Context: an optimization exercise on an open-source flow, tuned for small area and a short achievable clock period. The choices shown serve that exercise and are no tape-out recipe. No functional check of the RTL was part of any run shown here. No activity file was given, so power comes from the tool's default toggle rates. The clock port is modelled as an ideal driver; clocking choices that lean on that would not hold on a real chip.

## design.v

```verilog
module mux2i_gate (
    input  logic s,
    input  logic a0,
    input  logic a1,
    output logic y
);
    assign y = ~(s ? a1 : a0);
endmodule
module predecoder (
    input  logic       test,
    input  logic [5:0] k,          
    input  logic [5:0] address,
    input  logic       en,
    output logic [7:0] lo_n,       
    output logic [7:0] hi_n        
);
    logic [5:0] a, a_n;
    for (genvar i = 0; i < 6; i++) begin : g_a
        mux2i_gate m (.s(test), .a0(address[i]), .a1(k[i]), .y(a_n[i]));
        inv_gate   n (.a(a_n[i]), .y(a[i]));
    end
    for (genvar i = 0; i < 8; i++) begin : g_l
        nand3_gate l (
            .a(i[0] ? a[0] : a_n[0]),
            .b(i[1] ? a[1] : a_n[1]),
            .c(i[2] ? a[2] : a_n[2]),
            .y(lo_n[i])
        );
        nand4_gate h (
            .a(en),
            .b(i[0] ? a[3] : a_n[3]),
            .c(i[1] ? a[4] : a_n[4]),
            .d(i[2] ? a[5] : a_n[5]),
            .y(hi_n[i])
        );
    end
endmodule
module rdwr (
    input  logic test,
    input  logic k6,
    input  logic csin,
    input  logic rwbarin,
    output logic rd,
    output logic wr,
    output logic idle      
);
    assign rd   = test ? k6 : (csin & rwbarin);
    assign wr   = test ? ~k6 : (csin & ~rwbarin);
    assign idle = ~(test | csin);
endmodule
module pattern (
    input  logic [2:0] k,
    output logic [7:0] pat
);
    always_comb begin
        case (k)
            3'd0: pat = 8'hAA;
            3'd1: pat = 8'h55;
            3'd2: pat = 8'hF0;
            3'd3: pat = 8'h0F;
            3'd4: pat = 8'h00;
            3'd5: pat = 8'hFF;
            3'd6: pat = 8'hCC;
            default: pat = 8'h33;
        endcase
    end
endmodule
module dinmux (
    input  logic       test,
    input  logic [7:0] pat,
    input  logic [7:0] datain,
    output logic [7:0] din
);
    assign din = test ? pat : datain;
endmodule
module decoder (
    input  logic        test,
    input  logic [6:0]  k,         
    input  logic        csin,
    input  logic        rwbarin,
    input  logic [5:0]  address,
    output logic        wr,        
    output logic        idle,      
    output logic [63:0] rsel,      
    output logic [63:0] we         
);
    logic       rd;
    logic [7:0] lor_n, low_n, hir_n, hiw_n;
    rdwr rw (.test(test), .k6(k[6]), .csin(csin), .rwbarin(rwbarin),
             .rd(rd), .wr(wr), .idle(idle));
    predecoder pr (.test(test), .k(k[5:0]), .address(address), .en(rd),
                   .lo_n(lor_n), .hi_n(hir_n));
    predecoder pw (.test(test), .k(k[5:0]), .address(address), .en(wr),
                   .lo_n(low_n), .hi_n(hiw_n));
    for (genvar w = 0; w < 64; w++) begin : g_w
        nor2_gate u_r (.a(hir_n[w / 8]), .b(lor_n[w % 8]), .y(rsel[w]));
        nor2_gate u_w (.a(hiw_n[w / 8]), .b(low_n[w % 8]), .y(we[w]));
    end
endmodule
module nand4_gate (
    input  logic a, b, c, d,
    output logic y
);
    assign y = ~(a & b & c & d);
endmodule
module nand3_gate (
    input  logic a, b, c,
    output logic y
);
    assign y = ~(a & b & c);
endmodule
module nand2_gate (
    input  logic a, b,
    output logic y
);
    assign y = ~(a & b);
endmodule
module nor2_gate (
    input  logic a,
    input  logic b,
    output logic y
);
    assign y = ~(a | b);
endmodule
module inv_gate (
    input  logic a,
    output logic y
);
    assign y = ~a;
endmodule
module aoi222_gate (
    input  logic a1, a2, b1, b2, c1, c2,
    output logic y
);
    assign y = ~((a1 & a2) | (b1 & b2) | (c1 & c2));
endmodule
module multiplexer (
    input  logic [63:0] d,         
    input  logic [63:0] rsel,
    input  logic        din,       
    input  logic        wr,
    input  logic        q,         
    input  logic        idle,
    output logic        out
);
    logic [65:0] s, v;
    assign s = {idle, wr, rsel};
    assign v = {q, din, d};
    logic [21:0] t_n;    
    for (genvar i = 0; i < 22; i++) begin : g_t
        aoi222_gate u (
            .a1(s[3*i]),   .a2(v[3*i]),
            .b1(s[3*i+1]), .b2(v[3*i+1]),
            .c1(s[3*i+2]), .c2(v[3*i+2]),
            .y(t_n[i])
        );
    end
    logic [5:0] u;       
    for (genvar i = 0; i < 4; i++) begin : g_u
        nand4_gate g (.a(t_n[4*i]), .b(t_n[4*i+1]), .c(t_n[4*i+2]), .d(t_n[4*i+3]), .y(u[i]));
    end
    nand3_gate g_u4 (.a(t_n[16]), .b(t_n[17]), .c(t_n[18]), .y(u[4]));
    nand3_gate g_u5 (.a(t_n[19]), .b(t_n[20]), .c(t_n[21]), .y(u[5]));
    logic [2:0] y_n;     
    for (genvar i = 0; i < 3; i++) begin : g_y
        nor2_gate g (.a(u[2*i]), .b(u[2*i+1]), .y(y_n[i]));
    end
    nand3_gate g_out (.a(y_n[0]), .b(y_n[1]), .c(y_n[2]), .y(out));
endmodule
module dout_gate (
    input  logic t,
    input  logic n,
    input  logic csin,
    input  logic rwbarin,
    output logic y
);
    assign y = t | (n & csin & rwbarin);
endmodule
module bist #(
    parameter size   = 6,
    parameter length = 8
) (
    input  logic             clk,
    input  logic             rst,
    input  logic             start,
    input  logic             csin,
    input  logic             rwbarin,
    input  logic             opr,
    input  logic [size-1:0]  address,
    input  logic [length-1:0] datain,
    output logic [length-1:0] dataout,
    output logic              fail
);
    logic       test;
    logic [9:0] k;
    always_ff @(posedge clk) begin
        if (rst)
            test <= 1'b0;
        else if (!test)
            test <= start;
        else if (&k)
            test <= 1'b0;
        k <= test ? k + 10'd1 : 10'd0;
    end
    logic [7:0] pat;
    pattern pgen (.k(k[9:7]), .pat(pat));
    logic        wr, idle;
    logic [63:0] rsel, we;
    logic [7:0]  din;
    decoder dec (
        .test    (test),
        .k       (k[6:0]),
        .csin    (csin),
        .rwbarin (rwbarin),
        .address (address),
        .wr      (wr),
        .idle    (idle),
        .rsel    (rsel),
        .we      (we)
    );
    dinmux dmux (.test(test), .pat(pat), .datain(datain), .din(din));
    logic [7:0] mem [0:63];
    always_ff @(posedge clk)
        for (int w = 0; w < 64; w++)
            if (we[w])
                mem[w] <= din;
    logic [7:0] rdata, rdata_nx;
    for (genvar b = 0; b < 8; b++) begin : g_rd
        logic [63:0] col;
        for (genvar w = 0; w < 64; w++) begin : g_w
            assign col[w] = mem[w][b];
        end
        multiplexer mux (
            .d        (col),
            .rsel     (rsel),
            .din      (din[b]),
            .wr       (wr),
            .q        (rdata[b]),
            .idle     (idle),
            .out      (rdata_nx[b])
        );
    end
    always_ff @(posedge clk)
        rdata <= rdata_nx;
    logic [7:0] rdata_t, rdata_i;
    assign rdata_t = rdata & {8{test & k[6]}};
    assign rdata_i = rdata & {8{~test}};
    for (genvar b = 0; b < 8; b++) begin : g_out
        dout_gate u (.t(rdata_t[b]), .n(rdata_i[b]), .csin(csin), .rwbarin(rwbarin),
                     .y(dataout[b]));
    end
    always_ff @(posedge clk)
        fail <= test && k[6] && opr && (rdata != pat);
endmodule
```

## flow/run.sh

```bash
#!/bin/bash
# The standard layout (standard.sh), with plain buffers on the ports instead of
# the delay cells buffer_ports picks by default, and no dummy clock loads in CTS.
set -euo pipefail
export BUFFER_PORTS_ARGS="-buffer_cell sky130_fd_sc_hd__buf_2"
export CTS_ARGS="-sink_clustering_enable -repair_clock_nets -sink_clustering_size 30 -sink_clustering_max_diameter 100 -dont_use_dummy_load"
bash standard.sh > standard.log 2>&1
```

## standard.sh

```bash
#!/bin/bash
# synth_recipe.tcl (not shown) runs the flow's synth.tcl, then flattens the netlist and writes it again
# the make line also repeats each setting of config.mk as NAME=value (left out here)
make -C /OpenROAD-flow-scripts/flow DESIGN_CONFIG=/design/flow/config.mk WORK_HOME=/design/flow/orfs CLKGATE_MAP_FILE= SYNTH_SCRIPT=/design/flow/synth_recipe.tcl "${@:-finish}"
```

## config.mk

```make
export PLATFORM = sky130hd
export DESIGN_NAME = bist
export DESIGN_NICKNAME = bist
export VERILOG_FILES = /design/flow/design.v
export SDC_FILE = /design/flow/constraint.sdc
export NUM_CORES = 4
export LEC_CHECK = 0
export CAP_MARGIN = 20
export CORE_MARGIN = 2
export CORE_UTILIZATION = 50
export PLACE_DENSITY = 0.65
export SETUP_SLACK_MARGIN = 3.0
export SLEW_MARGIN = 20
export SYNTH_HIERARCHICAL = 1
export TNS_END_PERCENT = 10
```

## constraint.sdc

```tcl
create_clock -name core_clock -period 5.5 [get_ports {clk}]
set_input_delay 1.1000 -clock core_clock [delete_from_list [all_inputs] [get_ports {clk}]]
set_output_delay 1.1000 -clock core_clock [all_outputs]
set_load 0.01 [all_outputs]
```

==> results.sh, run 1 <==
export IMPL_outcome="finished clean"
export IMPL_power_share_clock=0.265
export IMPL_skew_ns=0.03031
export IMPL_synth_warning_count=9
export IMPL_dp_hpwl_um=30720
export IMPL_cts_root_buf="clkbuf_16"
export IMPL_antenna_found_initial=0
export IMPL_drv_slew=0
export IMPL_hold_violations=0
export IMPL_final_nets=1212
export IMPL_grt_pass1_vias=11190
export IMPL_cp_max_fo=9
export IMPL_initial_core_util=0.5055
export IMPL_critPathArrivalTime_ns=1.69
export IMPL_start_kind="flip-flop"
export IMPL_swShare=0.2109
export IMPL_first_pass_iters=8
export IMPL_dieArea_um2=40670
export IMPL_path_buf_inv=3
export IMPL_seqPwrFrac=0.674
export IMPL_grt_pass1_wl_um=73970
export IMPL_period_needed_ns=2.789
export IMPL_syn_num_nets=1098
export IMPL_die_h_um=201.7
export IMPL_final_cell_mix="512 x edfxtp_1, 176 x a222oi_1, 101 x nor2_2"
export IMPL_utilization=0.5780
export IMPL_cts_buffer_depth=3
export IMPL_crit_type="reg -> out"
export IMPL_synth_cells=1077
export IMPL_slew_headroom=0.4346
export IMPL_gr_usage_all_layers=0.2449
export IMPL_wirelength_um=50500
export IMPL_numCtsBuffers=21
export IMPL_yosysUniqueCellTypes=30
export IMPL_die_x_um=201.7
export IMPL_post_drt_wl_per_cell_um=29.58
export IMPL_worstPathCellList="buf_6 -> buf_12 -> and3_4 -> a31o_1 -> buf_2"
export IMPL_whs_ns=0.5976
export IMPL_drtIter0Drc=2309
export IMPL_finalSetupViolCount=0
export IMPL_io_pins=29
export IMPL_hold_buffers=0
export IMPL_vias_per_cell=6.890
export IMPL_setup_tns_ns=0
export IMPL_gp_congestion=0.8840
export IMPL_clock_sinks=532
export IMPL_p_per_area_nw_per_um2=300.9
export IMPL_tritoncts="done"
export IMPL_rsz0062_at_grt="yes"
export IMPL_slowest_delay_ns=0.37
export IMPL_clk_latency_ns=0.56
export IMPL_crit_family="buffers and inverters"
export IMPL_clkTransAtPathRegs_ns=0.12
export IMPL_netlist_area_um2=19540
export IMPL_yosysSeqAreaShare=0.8074
export IMPL_diodes=0
export IMPL_synthToLayoutAreaGrowth_pct=14.33
export IMPL_placementRows=72
export IMPL_core_um2=38650
export IMPL_drv_cap=0
export IMPL_cp_slowest_cell="dfxtp_4"
export IMPL_max_freq_ghz=0.3585
export IMPL_power_mw=6.720
export IMPL_p_switching_mw=1.418
export IMPL_hp_class="reg -> reg"
export IMPL_p_comb_frac=0.061
export IMPL_power_leakage_nw=6.680
export IMPL_port_buffers=28
export IMPL_tightestPinTransition_ns=0.8482
export IMPL_intPower_mw=5.302
export IMPL_n_fill_cell=2829
export IMPL_final_common_cell="edfxtp_1"
export IMPL_layout_drive_gt1_share=0.2565
export IMPL_postRouteAntennaNets=0
export IMPL_endpoint_kind="primary output"
export IMPL_vias=11760
export IMPL_ir_drop_v=0.0002233
export IMPL_rrSetupSlack_ns=2.73
export IMPL_area_sequential_um2=15780
export IMPL_ys_ff_latch=532
export IMPL_grt_max_degree=66
export IMPL_fin_ws_ns=2.711
export IMPL_drc=0
export IMPL_multi_input_area_um2=4514
export IMPL_layout_worst_path_cycle_share=0.5071
export IMPL_syn_area_per_cell_um2=18.14
export IMPL_cts_max_level=1
export IMPL_grt_overflow=0
export IMPL_crit_required_ns=4.40
export IMPL_post_place_ws_ns=1.253
[state kept, by name (all words and copies together) (netlist names)]
register,count
fail,1
k,10
mem,512
rdata,8
test,1
[cells in the mapped netlist, drive strengths merged]
| library cell | instances | area (um2) |
|---|---|---|
| or4 | 1 | 7.510 |
| dfxtp | 20 | 400.4 |
| o21ai | 4 | 20.01 |
| or3 | 3 | 18.77 |
| nand2 | 5 | 18.77 |
| mux2 | 8 | 120.1 |
| and2 | 1 | 6.260 |
| clkbuf | 4 | 15.01 |
| edfxtp | 512 | 15370 |
| nand3 | 44 | 220.2 |
| xor2 | 12 | 105.1 |
| nor4 | 2 | 12.51 |
| inv | 15 | 56.30 |
| nor2b | 9 | 56.30 |
| nor2 | 159 | 596.8 |
| mux2i | 14 | 140.1 |
| a31o | 8 | 70.07 |
| nand4 | 51 | 325.3 |
| o31ai | 1 | 7.510 |
| and3 | 8 | 50.05 |
| ha | 1 | 12.51 |
| a222oi | 176 | 1762 |
| a21oi | 5 | 25.02 |
| nor3 | 3 | 15.01 |
| buf | 2 | 22.52 |
| xnor2 | 6 | 60.06 |
| nand2b | 3 | 18.77 |
[timing repair]
| action | in CTS | in global routing |
|---|---|---|
| endpoints found under the setup margin | 528 | 520 |
| gates cloned | 1 | 1 |
| gates resized for setup | 218 | 19 |
| buffers inserted | 66 | 0 |
| pin swaps | 57 | 1 |
[per-module statistics from Yosys (local to each module, per instance), excerpt]
module	flip-flops and latches	copies in the design	cells inside
nand3_gate	0	40	1
pattern	0	1	13
mux2i_gate	0	12	1
bist	532	1	601
dinmux	0	1	9
nor2_gate	0	152	1
inv_gate	0	12	1
aoi222_gate	0	176	1
rdwr	0	1	6
nand4_gate	0	48	1
dout_gate	0	8	1
[worst paths after layout]
check                           startpoint  depth (start not counted)    endpoint
worst max-delay path                  test                          5  dataout[6]
worst min-delay path                  k[0]                          1        k[0]
worst max register to register        test                          5  mem[26][5]
worst min register to register        k[0]                          1        k[0]
[final cells by class]
class,instances,area share
repair buffers,97,0.03630
flip-flops and latches,532,0.7065
clock buffers,21,0.02353
well taps,518,0.02902
inverters,15,0.002521
multi-input cells,524,0.2021
[stage by stage]
step           cell area [um2]  std cells
2_1_floorplan            19570       1077
3_3_place_gp             20330       1618
3_5_place_dp             20330       1618
4_1_cts                  22210       1706
5_1_grt                  22340       1707
6_report                 22340       1707
[logic make-up after synthesis]
logic type      synth area share
compound gates           0.09645
xor+xnor                0.008453
fa+ha+maj              0.0006403
buf+inv                 0.004803
flops                     0.8074
mux                      0.01332
simple gates             0.06891
[layer usage]
metal  track usage  up-vias  part of all wire
met1        0.3557     5965              0.38
met5             0        -                 0
met3       0.04065      103              0.11
li1              -     4914                 -
met4       0.07852        0             0.035
met2        0.3826      779              0.47
[power groups by stage]
stage / clock [mW] / combinational (mW) / sequential (mW)
after floorplan: 0 / 0.159 / 4.60
after global placement: 0 / 0.284 / 4.62
after CTS: 1.81 / 0.387 / 4.53
final: 1.78 / 0.410 / 4.53
after detailed placement: 0 / 0.288 / 4.62
after global routing: 1.94 / 0.430 / 4.53
==> run 2: changes to the inputs <==
--- a/config.mk
+++ b/config.mk
@@ -12,4 +12,4 @@
 export SETUP_SLACK_MARGIN = 3.0
 export SLEW_MARGIN = 20
 export SYNTH_HIERARCHICAL = 1
-export TNS_END_PERCENT = 10
+export TNS_END_PERCENT = 0
==> run 2 against run 1 <==
  * Still clean
  * Utilization decreased by 0.65 points
  * Sequential share of layout area rose by 0.80 points
  * Fmax is 2.4% lower
  * Total power fell by 0.20%
  * Clock skew decreased by 0.0065 ns
  * Combinational power fell by 4%
  * Global-route usage shrank 0.75 points
  * Final cell count fell by 0.47%
  * First-iteration DRC count about the same
  * Sequential cell count unchanged
  * Synthesized area is the same
  * Routed wire length fell by 2.5%
  * Highest routed layer unchanged
==> results.sh, run 2 <==
export IMPL_synth_async_reset_ratio=0
export IMPL_final_nets=1204
export IMPL_synth_edff_count=512
export IMPL_synth_mux_area_frac=0.01332
export IMPL_ys_top_cells_by_area="edfxtp_1 79%, a222oi_1 9.0%, nor2_1 3.1%"
export IMPL_outcome="finished clean"
export IMPL_period_needed_ns=2.858
export IMPL_cp_startpoint="address[1]"
export IMPL_io_pins=29
export IMPL_hold_start="mem[31][0]"
export IMPL_wirelength_um=49260
export IMPL_cts_max_level=1
export IMPL_drv_cap=0
export IMPL_clkTransAtPathRegs_ns=0.11
export IMPL_endpoint_kind="flip-flop"
export IMPL_grt_pass1_vias=10980
export IMPL_die_h_um=201.7
export IMPL_diodes=0
export IMPL_grt_overflow=0
export IMPL_routed_wl_met2_um=22940
export IMPL_yosysSeqAreaShare=0.8074
export IMPL_start_kind="primary input"
export IMPL_numCtsBuffers=21
export IMPL_placed_cell_area_um2=20330
export IMPL_post_drt_wl_per_cell_um=28.99
export IMPL_timing_rr_end="rdata[2]"
export IMPL_reg_largest_list="mem: 512 flops, k: 10 flops, rdata: 8 flops"
export IMPL_slew_headroom=0.4656
export IMPL_rsz0062_at_grt="yes"
export IMPL_post_place_ws_ns=1.433
export IMPL_dp_hpwl_um=30020
export IMPL_grt_pass1_wl_um=71640
export IMPL_largest_reg_flops=512
export IMPL_yosysMostFrequentCell="edfxtp_1"
export IMPL_ys_flop_type="edfxtp_1"
export IMPL_met1_length_um=19860
export IMPL_p_per_area_nw_per_um2=303.7
export IMPL_cts_root_buf="clkbuf_16"
export IMPL_synth_compound_area_frac=0.09645
export IMPL_r2r_cells=9
export IMPL_r2r_start="test"
export IMPL_finalSetupViolCount=0
export IMPL_power_leakage_nw=6.629
export IMPL_synthToLayoutAreaGrowth_pct=13.03
export IMPL_crit_required_ns=5.94
export IMPL_synth_common_cells="512 x edfxtp_1, 176 x a222oi_1, 159 x nor2_1"
export IMPL_netlist_area_um2=19540
export IMPL_gp_congestion=0.9155
export IMPL_antenna_found_initial=0
export IMPL_synthSimpleGateAreaFrac=0.06891
export IMPL_max_freq_ghz=0.3499
export IMPL_placementRows=72
export IMPL_fin_ws_ns=2.642
export IMPL_dieArea_um2=40670
export IMPL_synthXorXnorAreaFrac=0.008453
export IMPL_synth_warning_count=9
export IMPL_ir_drop_v=0.0001853
export IMPL_rrSetupSlack_ns=2.68
export IMPL_hp_class="reg -> reg"
export IMPL_gr_usage_all_layers=0.2374
export IMPL_drc=0
export IMPL_synthAdderAreaFrac=0.0006404
export IMPL_clock_sinks=532
export IMPL_syn_num_nets=1098
export IMPL_tritoncts="done"
export IMPL_core_um2=38650
export IMPL_initial_core_util=0.5055
export IMPL_synth_top_family_by_area="compound AO/OA/AOI/OAI gates"
export IMPL_tightestPinTransition_ns=0.8015
export IMPL_syn_area_per_cell_um2=18.14
export IMPL_utilization=0.5714
export IMPL_cp_max_fo=8
export IMPL_crit_type="in -> reg"
export IMPL_largest_register="mem"
export IMPL_port_buffers=28
export IMPL_final_cell_mix="512 x edfxtp_1, 176 x a222oi_1, 99 x nor2_2"
export IMPL_yosysUniqueCellTypes=30
export IMPL_clk_latency_ns=0.55
export IMPL_vias=11680
export IMPL_final_common_cell="edfxtp_1"
export IMPL_ys_ff_latch=532
export IMPL_wl_met3_um=5199
export IMPL_vias_per_cell=6.872
export IMPL_dp_cells=1618
export IMPL_synth_cells=1077
export IMPL_synth_top_cell_by_area="edfxtp_1"
export IMPL_cts_buffer_depth=3
export IMPL_critPathArrivalTime_ns=3.30
export IMPL_skew_ns=0.02378
export IMPL_grt_max_degree=66
export IMPL_hold_violations=0
export IMPL_layout_drive_gt1_share=0.2320
export IMPL_first_pass_iters=8
export IMPL_setup_tns_ns=0
export IMPL_stdcell_area_um2=22080
export IMPL_critPathCapture="rdata[2]"
export IMPL_drv_slew=0
export IMPL_top_layer="met4"
export IMPL_synth_top_area_frac=0.7869
export IMPL_final_cells=1699
export IMPL_layout_worst_path_cycle_share=0.5197
export IMPL_drtIter0Drc=2310
export IMPL_die_x_um=201.7
export IMPL_postRouteAntennaNets=0
## run 2: cell count changes in the layout (fill, tap and decap cells not counted), sizes merged
cell	previous run	this run
buf	95	88
bufbuf	1	0
## run 2: cell families after synthesis
family / count (synthesis)
buffers and inverters: 21
adder cells (fa/ha/maj): 1
AND/OR/NAND/NOR: 289
flip-flops: 532
AO/OA/AOI/OAI: 194
XOR/XNOR: 18
multiplexers: 22
## run 2: area by class of cell
cell class | count | area (um2)
tap | 518 | 648.1
fill | 2827 | 16560
clock buffer | 21 | 525.5
inverter | 15 | 56.30
timing repair buffer | 89 | 755.7
sequential | 532 | 15780
multi-input combinational | 524 | 4318
## run 2: worst min-delay path by stage
stage / to / slack [ns] / cells past startpoint
2_1_floorplan: k[0] / 0.46 / 1
3_3_place_gp: k[0] / 0.52 / 1
3_5_place_dp: k[0] / 0.55 / 1
4_1_cts: rdata[0] / 0.61 / 4
5_1_grt: rdata[0] / 0.64 / 4
6_report: rdata[0] / 0.60 / 4
## run 2: modules after synthesis, one instance, submodules excluded, a selection
module       copies in the design  flip-flops and latches
dinmux                          1                       0
dout_gate                       8                       0
mux2i_gate                     12                       0
inv_gate                       12                       0
aoi222_gate                   176                       0
rdwr                            1                       0
bist                            1                     532
## run 2: metrics by stage
step                      power, mW  hold WS, ns
after floorplan               4.760       0.4616
after global placement        4.907       0.5155
after detailed placement      4.914       0.5489
after CTS                     6.696       0.6114
after global routing          6.887       0.6399
final                         6.706       0.5967
## run 2: metal layers
metal	vias up	track usage
li1	4894	-
met1	5995	0.3483
met2	712	0.3701
met3	74	0.04616
met4	0	0.05856
met5	-	0
## run 2: power by group
group          total [mW]  internal [mW]  switching [mW]
logic               0.395          0.111           0.284
registers            4.53           4.49          0.0353
clock network        1.78          0.692            1.09
## run 2: critical path, cell delays in order
cell	delay (ns)
buf_2	0.13
mux2i_4	0.22
inv_2	0.15
nand3_4	0.24
nor2_2	0.16
a222oi_1	0.57
nand4_1	0.32
nor2_2	0.27
nand3_1	0.11
## run 2: what timing repair did
| item | 4_1_cts | 5_1_grt |
|---|---|---|
| gates resized for setup | 155 | 34 |
| endpoints found under the hold margin | 0 | 0 |
| hold buffers | 0 | 0 |
| endpoints found under the setup margin | 528 | 583 |
| pin swaps | 20 | 20 |
| setup buffers | 39 | 20 |
| cloned | 0 | 1 |

## separate check: timing with driven ports
Ports are ideal in the flow. The routed layouts listed here were re-timed in OpenROAD. Step 1 (the two cells are an assumption about what drives the block):
set clk [get_ports {clk}]
set_driving_cell -lib_cell sky130_fd_sc_hd__clkbuf_16 $clk
set_driving_cell -lib_cell sky130_fd_sc_hd__buf_2 [delete_from_list [all_inputs] $clk]
Step 2 moves the port delays by t, midway between the first and last clock arrival at a register: inputs arrive t later, outputs are due t later. That takes back most of the time a late clock gives input paths. Three values: ideal ports, drivers, drivers and shift; two values: the first two.
| run | t (ns) | setup slack, ns | worst setup path after step 2 | worst slew at a driven data input, ns | cell pins on the clock port's net |
|---|---|---|---|---|---|
| run 1 | 0.595 | 2.711 / 2.658 / 2.150 | input to register | 0.04 | 1 |
| run 2 | 0.589 | 2.642 / 2.622 / 2.086 | input to register | 0.03 | 1 |
After both steps setup and hold are still met in every run listed. For run 1, which loses most, drivers alone change the setup slack by -0.053 ns; drivers and shift together by -0.561 ns.
